This design comes from an exercise in tuning for small area on the open sky130 flow, not from production work.
Where RTL was checked, it was by simulation tests only, not by an equivalence proof against the original.
Power and IR drop assume default switching activity.

==> module unum_adder, before the edit <==
module unum_adder(
	input clk,
	input[31:0] unum1,
	input[31:0] unum2,
	output[31:0] unum_o
);
wire [30:0] m1, m2;
neg31 ng1(.x(unum1[30:0]), .s(unum1[31]), .m(m1));
neg31 ng2(.x(unum2[30:0]), .s(unum2[31]), .m(m2));
wire cmp;
gt31 gt(.a(m1), .b(m2), .gt(cmp));
reg s1_1, s2_1, cmp_1;
reg [30:0] m1_1, m2_1;
always @(posedge clk) begin
	s1_1 <= unum1[31];
	s2_1 <= unum2[31];
	m1_1 <= m1;
	m2_1 <= m2;
	cmp_1 <= cmp;
end
wire r1 = m1_1[30], r2 = m2_1[30];
wire [4:0] n1, n2;
lzc32 lz1(.v({m1_1[29:0] ^ {30{r1}}, 2'b10}), .n(n1));
lzc32 lz2(.v({m2_1[29:0] ^ {30{r2}}, 2'b10}), .n(n2));
wire [28:0] t1, t2;
shl29 sh1(.d(m1_1[28:0]), .n(n1), .q(t1));
shl29 sh2(.d(m2_1[28:0]), .n(n2), .q(t2));
wire z1 = ~r1 & (n1 == 5'd30);   
wire z2 = ~r2 & (n2 == 5'd30);
wire [8:0] sc1 = {~r1, r1 ? n1 : ~n1, t1[28:26]};
wire [8:0] sc2 = {~r2, r2 ? n2 : ~n2, t2[28:26]};
wire sL = cmp_1 ? s1_1 : s2_1;
wire sS = cmp_1 ? s2_1 : s1_1;
wire zL = cmp_1 ? z1 : z2;
wire zS = cmp_1 ? z2 : z1;
reg sL_2, sS_2, inf_2;
reg [8:0] scL_2, scS_2;
reg [25:0] fL_2;
reg [26:0] fS_2;
always @(posedge clk) begin
	sL_2 <= sL;
	sS_2 <= sS;
	inf_2 <= (s1_1 & z1) | (s2_1 & z2);
	scL_2 <= zL ? 9'd232 : (cmp_1 ? sc1 : sc2);
	scS_2 <= cmp_1 ? sc2 : sc1;
	fL_2 <= cmp_1 ? t1[25:0] : t2[25:0];
	fS_2 <= {~zS | sS, cmp_1 ? t2[25:0] : t1[25:0]};
end
wire [8:0] diff = scL_2 - scS_2;
wire [4:0] d = (diff[8:5] != 4'd0) ? 5'd31 : diff[4:0];
wire [28:0] B;
shr29 shB(.d({fS_2, 2'b00}), .n(d), .q(B));
reg sg_3, sub_3, inf_3;
reg [8:0] sc_3;
reg [25:0] fL_3;
reg [28:0] B_3;
always @(posedge clk) begin
	sg_3 <= sL_2;
	sub_3 <= sL_2 ^ sS_2;
	inf_3 <= inf_2;
	sc_3 <= scL_2;
	fL_3 <= fL_2;
	B_3 <= B;
end
wire [29:0] sum;
addsub29 as(.a({1'b1, fL_3, 2'b00}), .b(B_3), .sub(sub_3), .y(sum));
reg sg_4, inf_4;
reg [8:0] sc_4;
reg [29:0] sum_4;
always @(posedge clk) begin
	sg_4 <= sg_3;
	inf_4 <= inf_3;
	sc_4 <= sc_3;
	sum_4 <= sum;
end
wire [4:0] lz;
lzc32 lzN(.v({sum_4, 2'b01}), .n(lz));      
wire nz = ~&lz;
wire [28:0] sh;
shl29 shN(.d(sum_4[28:0]), .n(lz), .q(sh));    
reg sg_5, inf_5, nz_5;
reg [8:0] e_5;
reg [26:0] f_5;
always @(posedge clk) begin
	sg_5 <= sg_4;
	inf_5 <= inf_4;
	nz_5 <= nz;
	e_5 <= sc_4 + 9'd1 - {4'd0, lz};
	f_5 <= sh[28:2];
end
wire [31:0] shv = {~e_5[8] & nz_5, e_5[8] & nz_5, e_5[2:0] & {3{nz_5}}, f_5};
wire [4:0] amt = e_5[8] ? ~e_5[7:3] : e_5[7:3];
wire [31:0] pk;
sra32 shP(.d(shv), .n(amt), .q(pk));
wire sg = (sg_5 & nz_5) | inf_5;
wire [30:0] o;
rnd31 rn(.r(inf_5 ? 31'd0 : pk[31:1]), .sg(sg), .rnd(~inf_5 & pk[0]), .y(o));
reg [31:0] o_6, o_7, o_8;
always @(posedge clk) begin
	o_6 <= {sg, o};
	o_7 <= o_6;
	o_8 <= o_7;
end
assign unum_o = o_8;
endmodule
Settings: LEC_CHECK=0, ABC_AREA=1, CAP_MARGIN=20, CORE_MARGIN=2, CORE_UTILIZATION=60, CTS_BUF_LIST=sky130_fd_sc_hd__clkbuf_4 sky130_fd_sc_hd__clkbuf_8, CTS_CLUSTER_SIZE=30, SLEW_MARGIN=20; clock period 4.5 ns.
standard.sh (not shown) runs the stock make flow with config.mk's settings and CLKGATE_MAP_FILE= SYNTH_SCRIPT=/design/flow/synth_recipe.tcl, a recipe that flattens the netlist after the stock synthesis.
==> flow/flow/run.sh <==
#!/bin/bash
# Own layout flow: the standard synthesis, then the combinational logic between the
# standard synthesis's registers is mapped again with an area-oriented ABC script
# (the registers, their names and cells are kept), then the standard layout steps.
# Ports are buffered with the smallest buffer.
set -euo pipefail
W=$(pwd)
R=$W/orfs/results/$FLOW_PLATFORM/unum_adder/base
LIB=$FLOW_HOME/platforms/$FLOW_PLATFORM/lib/sky130_fd_sc_hd__tt_025C_1v80.lib
YOSYS=$(dirname $(command -v yosys 2>/dev/null || echo /OpenROAD-flow-scripts/tools/install/yosys/bin/yosys))/yosys
[ -x "$YOSYS" ] || YOSYS=/OpenROAD-flow-scripts/tools/install/yosys/bin/yosys

bash standard.sh synth > $W/log_synth.txt 2>&1

python3 $W/flow/genmodels.py $LIB > $W/cell_models.v 2> $W/log_genmodels.txt
cp $R/1_2_yosys.v $W/standard_synth.v
ABC_SCRIPT=${ABC_SCRIPT:-"strash;dch;map -D 2000;topo;stime -c;buffer -c;upsize -c;dnsize -c"}
echo "$ABC_SCRIPT" | tr ';' '\n' > $W/remap.abc
DU=""
for c in $(grep -o "sky130_fd_sc_hd__probe\S*\|sky130_fd_sc_hd__lpflow\S*" $FLOW_HOME/platforms/$FLOW_PLATFORM/config.mk | sort -u); do DU="$DU -dont_use $c"; done
cat > $W/remap.ys <<EOT
read_verilog $W/cell_models.v
read_verilog $W/standard_synth.v
hierarchy -top $FLOW_TOP
flatten
opt_clean -purge
simplemap
opt -fast
abc -liberty $LIB $DU -script $W/remap.abc
opt_clean -purge
setundef -zero
splitnets
opt_clean -purge
hilomap -singleton -hicell sky130_fd_sc_hd__conb_1 HI -locell sky130_fd_sc_hd__conb_1 LO
opt_clean -purge
tee -o $W/remap_stat.txt stat -liberty $LIB
write_verilog -noattr -noexpr -nohex -nodec $R/1_2_yosys.v
EOT
$YOSYS -q -l $W/log_remap.txt -s $W/remap.ys > /dev/null 2>&1
rm -f $R/1_synth.odb
export BUFFER_PORTS_ARGS="-buffer_cell sky130_fd_sc_hd__buf_1"
bash standard.sh finish > $W/log_finish.txt 2>&1
Other scripts of this flow, unchanged in this note and not shown: flow/flow/genmodels.py
The starting point finished clean.
Rerun with:
--- a/flow/design.v
+++ b/flow/design.v
@@ -6,48 +6,41 @@
 );
 wire [30:0] m1, m2;
 neg31 ng1(.x(unum1[30:0]), .s(unum1[31]), .m(m1));
 neg31 ng2(.x(unum2[30:0]), .s(unum2[31]), .m(m2));
 wire cmp;
 gt31 gt(.a(m1), .b(m2), .gt(cmp));
-reg s1_1, s2_1, cmp_1;
-reg [30:0] m1_1, m2_1;
-always @(posedge clk) begin
-	s1_1 <= unum1[31];
-	s2_1 <= unum2[31];
-	m1_1 <= m1;
-	m2_1 <= m2;
-	cmp_1 <= cmp;
-end
-wire r1 = m1_1[30], r2 = m2_1[30];
-wire [4:0] n1, n2;
-lzc32 lz1(.v({m1_1[29:0] ^ {30{r1}}, 2'b10}), .n(n1));
-lzc32 lz2(.v({m2_1[29:0] ^ {30{r2}}, 2'b10}), .n(n2));
-wire [28:0] t1, t2;
-shl29 sh1(.d(m1_1[28:0]), .n(n1), .q(t1));
-shl29 sh2(.d(m2_1[28:0]), .n(n2), .q(t2));
-wire z1 = ~r1 & (n1 == 5'd30);   
-wire z2 = ~r2 & (n2 == 5'd30);
-wire [8:0] sc1 = {~r1, r1 ? n1 : ~n1, t1[28:26]};
-wire [8:0] sc2 = {~r2, r2 ? n2 : ~n2, t2[28:26]};
-wire sL = cmp_1 ? s1_1 : s2_1;
-wire sS = cmp_1 ? s2_1 : s1_1;
-wire zL = cmp_1 ? z1 : z2;
-wire zS = cmp_1 ? z2 : z1;
+reg sL_1, sS_1;
+reg [30:0] mL_1, mS_1;
+always @(posedge clk) begin
+	sL_1 <= cmp ? unum1[31] : unum2[31];
+	sS_1 <= cmp ? unum2[31] : unum1[31];
+	mL_1 <= cmp ? m1 : m2;
+	mS_1 <= cmp ? m2 : m1;
+end
+wire rL = mL_1[30], rS = mS_1[30];
+wire [4:0] nL, nS;
+lzc32 lzL(.v({mL_1[29:0] ^ {30{rL}}, 2'b10}), .n(nL));
+lzc32 lzS(.v({mS_1[29:0] ^ {30{rS}}, 2'b10}), .n(nS));
+wire [28:0] tL, tS;
+shl29 shL(.d(mL_1[28:0]), .n(nL), .q(tL));
+shl29 shS(.d(mS_1[28:0]), .n(nS), .q(tS));
+wire zL = ~rL & (nL == 5'd30);   
+wire zS = ~rS & (nS == 5'd30);
 reg sL_2, sS_2, inf_2;
 reg [8:0] scL_2, scS_2;
 reg [25:0] fL_2;
 reg [26:0] fS_2;
 always @(posedge clk) begin
-	sL_2 <= sL;
-	sS_2 <= sS;
-	inf_2 <= (s1_1 & z1) | (s2_1 & z2);
-	scL_2 <= zL ? 9'd232 : (cmp_1 ? sc1 : sc2);
-	scS_2 <= cmp_1 ? sc2 : sc1;
-	fL_2 <= cmp_1 ? t1[25:0] : t2[25:0];
-	fS_2 <= {~zS | sS, cmp_1 ? t2[25:0] : t1[25:0]};
+	sL_2 <= sL_1;
+	sS_2 <= sS_1;
+	inf_2 <= (sL_1 & zL) | (sS_1 & zS);
+	scL_2 <= zL ? 9'd232 : {~rL, rL ? nL : ~nL, tL[28:26]};
+	scS_2 <= {~rS, rS ? nS : ~nS, tS[28:26]};
+	fL_2 <= tL[25:0];
+	fS_2 <= {~zS | sS_1, tS[25:0]};
 end
 wire [8:0] diff = scL_2 - scS_2;
 wire [4:0] d = (diff[8:5] != 4'd0) ? 5'd31 : diff[4:0];
 wire [28:0] B;
 shr29 shB(.d({fS_2, 2'b00}), .n(d), .q(B));
 reg sg_3, sub_3, inf_3;
Final cell count rises by 1.0%; total power rises by 1.4%; worst hold slack is about the same; worst setup slack is worse by 0.022 ns; critical path depth does not change; routed wire length falls by 11%; synthesized cell count rises by 2.2%; design area falls by 0.81%; sequential share of layout area rises by 0.16 points.

Setup of job 103:
unum_adder, a different RTL version from the one above (not shown whole).
Size in the first run: roughly 2600 cells after synthesis.
==> module unum_adder, before the edit <==
module unum_adder(
	input clk,
	input[31:0] unum1,
	input[31:0] unum2,
	output[31:0] unum_o
);
wire [30:0] m1, m2;
neg31 ng1(.x(unum1[30:0]), .s(unum1[31]), .m(m1));
neg31 ng2(.x(unum2[30:0]), .s(unum2[31]), .m(m2));
wire cmp;
gt31 gt(.a(m1), .b(m2), .gt(cmp));
reg s1_1, s2_1, cmp_1;
reg [30:0] m1_1, m2_1;
always @(posedge clk) begin
	s1_1 <= unum1[31];
	s2_1 <= unum2[31];
	m1_1 <= m1;
	m2_1 <= m2;
	cmp_1 <= cmp;
end
wire [4:0] n1, n2;
lzc32 lz1(.v({m1_1[29:0] ^ {30{m1_1[30]}}, 2'b10}), .n(n1));
lzc32 lz2(.v({m2_1[29:0] ^ {30{m2_1[30]}}, 2'b10}), .n(n2));
wire sL = cmp_1 ? s1_1 : s2_1;
wire sS = cmp_1 ? s2_1 : s1_1;
wire [30:0] mL = cmp_1 ? m1_1 : m2_1;
wire [30:0] mS = cmp_1 ? m2_1 : m1_1;
wire [4:0] nL = cmp_1 ? n1 : n2;
wire [4:0] nS = cmp_1 ? n2 : n1;
wire rL = mL[30], rS = mS[30];
wire [28:0] tL, tS;
shl29 shL(.d(mL[28:0]), .n(nL), .q(tL));
shl29 shS(.d(mS[28:0]), .n(nS), .q(tS));
wire zL = ~rL & (nL == 5'd30);   
wire zS = ~rS & (nS == 5'd30);
reg sL_2, sS_2, inf_2;
reg [8:0] scL_2, scS_2;
reg [25:0] fL_2;
reg [26:0] fS_2;
always @(posedge clk) begin
	sL_2 <= sL;
	sS_2 <= sS;
	inf_2 <= (sL & zL) | (sS & zS);
	scL_2 <= zL ? 9'd232 : {~rL, rL ? nL : ~nL, tL[28:26]};
	scS_2 <= {~rS, rS ? nS : ~nS, tS[28:26]};
	fL_2 <= tL[25:0];
	fS_2 <= {~zS | sS, tS[25:0]};
end
wire [8:0] diff = scL_2 - scS_2;
wire [4:0] d = (diff[8:5] != 4'd0) ? 5'd31 : diff[4:0];
wire [28:0] B;
shr29 shB(.d({fS_2, 2'b00}), .n(d), .q(B));
reg sg_3, sub_3, inf_3;
reg [8:0] sc_3;
reg [25:0] fL_3;
reg [28:0] B_3;
always @(posedge clk) begin
	sg_3 <= sL_2;
	sub_3 <= sL_2 ^ sS_2;
	inf_3 <= inf_2;
	sc_3 <= scL_2;
	fL_3 <= fL_2;
	B_3 <= B;
end
wire [29:0] sum;
addsub29 as(.a({1'b1, fL_3, 2'b00}), .b(B_3), .sub(sub_3), .y(sum));
reg sg_4, inf_4;
reg [8:0] sc_4;
reg [29:0] sum_4;
always @(posedge clk) begin
	sg_4 <= sg_3;
	inf_4 <= inf_3;
	sc_4 <= sc_3;
	sum_4 <= sum;
end
wire [4:0] lz;
lzc32 lzN(.v({sum_4, 2'b01}), .n(lz));      
wire nz = ~&lz;
wire [28:0] sh;
shl29 shN(.d(sum_4[28:0]), .n(lz), .q(sh));    
reg sg_5, inf_5, nz_5;
reg [8:0] e_5;
reg [26:0] f_5;
always @(posedge clk) begin
	sg_5 <= sg_4;
	inf_5 <= inf_4;
	nz_5 <= nz;
	e_5 <= sc_4 + 9'd1 - {4'd0, lz};
	f_5 <= sh[28:2];
end
wire [31:0] shv = {~e_5[8] & nz_5, e_5[8] & nz_5, e_5[2:0] & {3{nz_5}}, f_5};
wire [4:0] amt = e_5[8] ? ~e_5[7:3] : e_5[7:3];
wire [31:0] pk;
sra32 shP(.d(shv), .n(amt), .q(pk));
reg sg_6, rnd_6;
reg [30:0] r_6;
always @(posedge clk) begin
	sg_6 <= (sg_5 & nz_5) | inf_5;
	r_6 <= inf_5 ? 31'd0 : pk[31:1];
	rnd_6 <= ~inf_5 & pk[0];
end
wire [30:0] o;
rnd31 rn(.r(r_6), .sg(sg_6), .rnd(rnd_6), .y(o));
reg [31:0] o_7, o_8;
always @(posedge clk) begin
	o_7 <= {sg_6, o};
	o_8 <= o_7;
end
assign unum_o = o_8;
endmodule
export LEC_CHECK = 0
export ABC_AREA = 1
export CAP_MARGIN = 0
export CORE_MARGIN = 2
export CORE_UTILIZATION = 60
export CTS_BUF_LIST = sky130_fd_sc_hd__clkbuf_8 sky130_fd_sc_hd__clkbuf_16
export CTS_CLUSTER_DIAMETER = 100
export CTS_CLUSTER_SIZE = 30
export SLEW_MARGIN = 0
create_clock -name core_clock -period 4.5 [get_ports {clk}]
==> flow/flow/run.sh <==
#!/bin/bash
# Own layout flow: the standard synthesis, then the combinational logic between the
# standard synthesis's registers is mapped again with ABC (the registers, their names
# and cells are kept): the logic feeding the registers named in AREA_FLOPS with an
# area-only mapper, the rest with a delay-bounded one. Then the standard layout steps.
# Ports are buffered with the smallest buffer.
set -euo pipefail
W=$(pwd)
R=$W/orfs/results/$FLOW_PLATFORM/unum_adder/base
LIB=$FLOW_HOME/platforms/$FLOW_PLATFORM/lib/sky130_fd_sc_hd__tt_025C_1v80.lib
YOSYS=$(dirname $(command -v yosys 2>/dev/null || echo /OpenROAD-flow-scripts/tools/install/yosys/bin/yosys))/yosys
[ -x "$YOSYS" ] || YOSYS=/OpenROAD-flow-scripts/tools/install/yosys/bin/yosys

bash standard.sh synth > $W/log_synth.txt 2>&1

python3 $W/flow/genmodels.py $LIB > $W/cell_models.v 2> $W/log_genmodels.txt
cp $R/1_2_yosys.v $W/standard_synth.v
FIX="topo;stime -c;buffer -c;upsize -c;dnsize -c"
ABC_SCRIPT=${ABC_SCRIPT:-"strash;dch;map -D 2300;$FIX"}
ABC_AREA_SCRIPT=${ABC_AREA_SCRIPT:-"strash;dch;amap -m;$FIX"}
AREA_FLOPS=${AREA_FLOPS:-"sum_4* sg_4* inf_4* sc_4* e_5* f_5* nz_5* sg_5* inf_5* r_6* sg_6* rnd_6* o_7* fL_2* fS_2* scL_2* scS_2* sL_2* sS_2* inf_2* B_3* sg_3* sub_3* inf_3* sc_3* fL_3*"}
echo "$ABC_SCRIPT" | tr ';' '\n' > $W/remap.abc
echo "$ABC_AREA_SCRIPT" | tr ';' '\n' > $W/remap_area.abc
SEL=""
for p in $AREA_FLOPS; do if [ -z "$SEL" ]; then SEL="c:$p"; else SEL="$SEL c:$p %u"; fi; done
DU=""
for c in $(grep -o "sky130_fd_sc_hd__probe\S*\|sky130_fd_sc_hd__lpflow\S*" $FLOW_HOME/platforms/$FLOW_PLATFORM/config.mk | sort -u); do DU="$DU -dont_use $c"; done
cat > $W/remap.ys <<EOT
read_verilog $W/cell_models.v
read_verilog $W/standard_synth.v
hierarchy -top $FLOW_TOP
flatten
opt_clean -purge
simplemap
opt -fast
select -set late $SEL %ci*:-sky130_fd_sc_hd__dfxtp_1[Q,CLK] t:\$_* %i
abc -liberty $LIB $DU -script $W/remap_area.abc @late
select -clear
abc -liberty $LIB $DU -script $W/remap.abc t:\$_*
opt_clean -purge
setundef -zero
splitnets
opt_clean -purge
hilomap -singleton -hicell sky130_fd_sc_hd__conb_1 HI -locell sky130_fd_sc_hd__conb_1 LO
opt_clean -purge
tee -o $W/remap_stat.txt stat -liberty $LIB
write_verilog -noattr -noexpr -nohex -nodec $R/1_2_yosys.v
EOT
$YOSYS -q -l $W/log_remap.txt -s $W/remap.ys > /dev/null 2>&1
rm -f $R/1_synth.odb
export BUFFER_PORTS_ARGS="-buffer_cell sky130_fd_sc_hd__buf_1"
bash standard.sh finish > $W/log_finish.txt 2>&1
Other scripts of this flow, unchanged in this note and not shown: flow/flow/genmodels.py
Inputs modified between job 103 and job 104:
--- a/flow/design.v
+++ b/flow/design.v
@@ -10,26 +10,19 @@
 wire cmp;
 gt31 gt(.a(m1), .b(m2), .gt(cmp));
-reg s1_1, s2_1, cmp_1;
-reg [30:0] m1_1, m2_1;
-always @(posedge clk) begin
-	s1_1 <= unum1[31];
-	s2_1 <= unum2[31];
-	m1_1 <= m1;
-	m2_1 <= m2;
-	cmp_1 <= cmp;
-end
-wire [4:0] n1, n2;
-lzc32 lz1(.v({m1_1[29:0] ^ {30{m1_1[30]}}, 2'b10}), .n(n1));
-lzc32 lz2(.v({m2_1[29:0] ^ {30{m2_1[30]}}, 2'b10}), .n(n2));
-wire sL = cmp_1 ? s1_1 : s2_1;
-wire sS = cmp_1 ? s2_1 : s1_1;
-wire [30:0] mL = cmp_1 ? m1_1 : m2_1;
-wire [30:0] mS = cmp_1 ? m2_1 : m1_1;
-wire [4:0] nL = cmp_1 ? n1 : n2;
-wire [4:0] nS = cmp_1 ? n2 : n1;
-wire rL = mL[30], rS = mS[30];
+reg sL_1, sS_1;
+reg [30:0] mL_1, mS_1;
+always @(posedge clk) begin
+	sL_1 <= cmp ? unum1[31] : unum2[31];
+	sS_1 <= cmp ? unum2[31] : unum1[31];
+	mL_1 <= cmp ? m1 : m2;
+	mS_1 <= cmp ? m2 : m1;
+end
+wire rL = mL_1[30], rS = mS_1[30];
+wire [4:0] nL, nS;
+lzc32 lzL(.v({mL_1[29:0] ^ {30{rL}}, 2'b10}), .n(nL));
+lzc32 lzS(.v({mS_1[29:0] ^ {30{rS}}, 2'b10}), .n(nS));
 wire [28:0] tL, tS;
-shl29 shL(.d(mL[28:0]), .n(nL), .q(tL));
-shl29 shS(.d(mS[28:0]), .n(nS), .q(tS));
+shl29 shL(.d(mL_1[28:0]), .n(nL), .q(tL));
+shl29 shS(.d(mS_1[28:0]), .n(nS), .q(tS));
 wire zL = ~rL & (nL == 5'd30);   
 wire zS = ~rS & (nS == 5'd30);
@@ -39,11 +32,11 @@
 reg [26:0] fS_2;
 always @(posedge clk) begin
-	sL_2 <= sL;
-	sS_2 <= sS;
-	inf_2 <= (sL & zL) | (sS & zS);
+	sL_2 <= sL_1;
+	sS_2 <= sS_1;
+	inf_2 <= (sL_1 & zL) | (sS_1 & zS);
 	scL_2 <= zL ? 9'd232 : {~rL, rL ? nL : ~nL, tL[28:26]};
 	scS_2 <= {~rS, rS ? nS : ~nS, tS[28:26]};
 	fL_2 <= tL[25:0];
-	fS_2 <= {~zS | sS, tS[25:0]};
+	fS_2 <= {~zS | sS_1, tS[25:0]};
 end
 wire [8:0] diff = scL_2 - scS_2;
[summary]
- Of job 104 and job 103, it is job 104 that has the lower slew at the pin closest to its max-slew limit.
- The clock network fraction of design power number comes out higher for job 103 vs job 104.
- [job 104] net switching power rose 0.13 mW relative to job 103
- Compared with job 103, job 104 shows a higher area after detailed placement.
- Design area: lower on job 103
- The number of filler cells placed in the layout of job 103 and that of job 104 are within noise of each other.
- In job 104 the sequential share of layout area turned out 0.70 points lower than in job 103.
- Aggregate global-route resource usage for job 104 is higher than for job 103.
- Compared with job 103, in job 104 number of clock-tree buffers in the layout shows a reduction of 1; die area shows an increase of 0.45%.
For job 104, only the layout was checked, not whether the RTL still works.

port drivers added, routing unchanged:
No port has a modelled driver above. Below, the same layouts with a new extraction and two added sets of constraints.
Step 1 assumes that a clkbuf_16 drives the clock port and a buf_2 every other input.
Step 2 moves the port delays by t, midway between the first and last clock arrival at a register: inputs arrive t later, outputs are due t later. That takes back most of the time a late clock gives input paths.
Slacks: no drivers / after step 1 / after step 2; pairs: no drivers / after step 1.
| run | t, ns | slack for setup (ns) | latest minus earliest clock arrival (ns) | worst register clock-pin slew, ns |
|---|---|---|---|---|
| the first run of note 1 | 0.718 | 0.436 / 0.436 / 0.241 | 0.042 / 0.042 | 0.07 / 0.07 |
| the second run of note 1 | 0.720 | 0.414 / 0.414 / 0.087 | 0.035 / 0.035 | 0.08 / 0.08 |
| job 103 | 0.572 | 0.290 / 0.290 / 0.190 | 0.023 / 0.023 | 0.11 / 0.11 |
| job 104 | 0.572 | 0.086 / 0.086 / -0.222 | 0.022 / 0.022 | 0.11 / 0.11 |
Met with ideal ports but missed after step 2: setup timing in job 104. The setup slack of the second run of note 1, which loses most, moves by 0.000 ns with the drivers and by -0.327 ns with both steps.
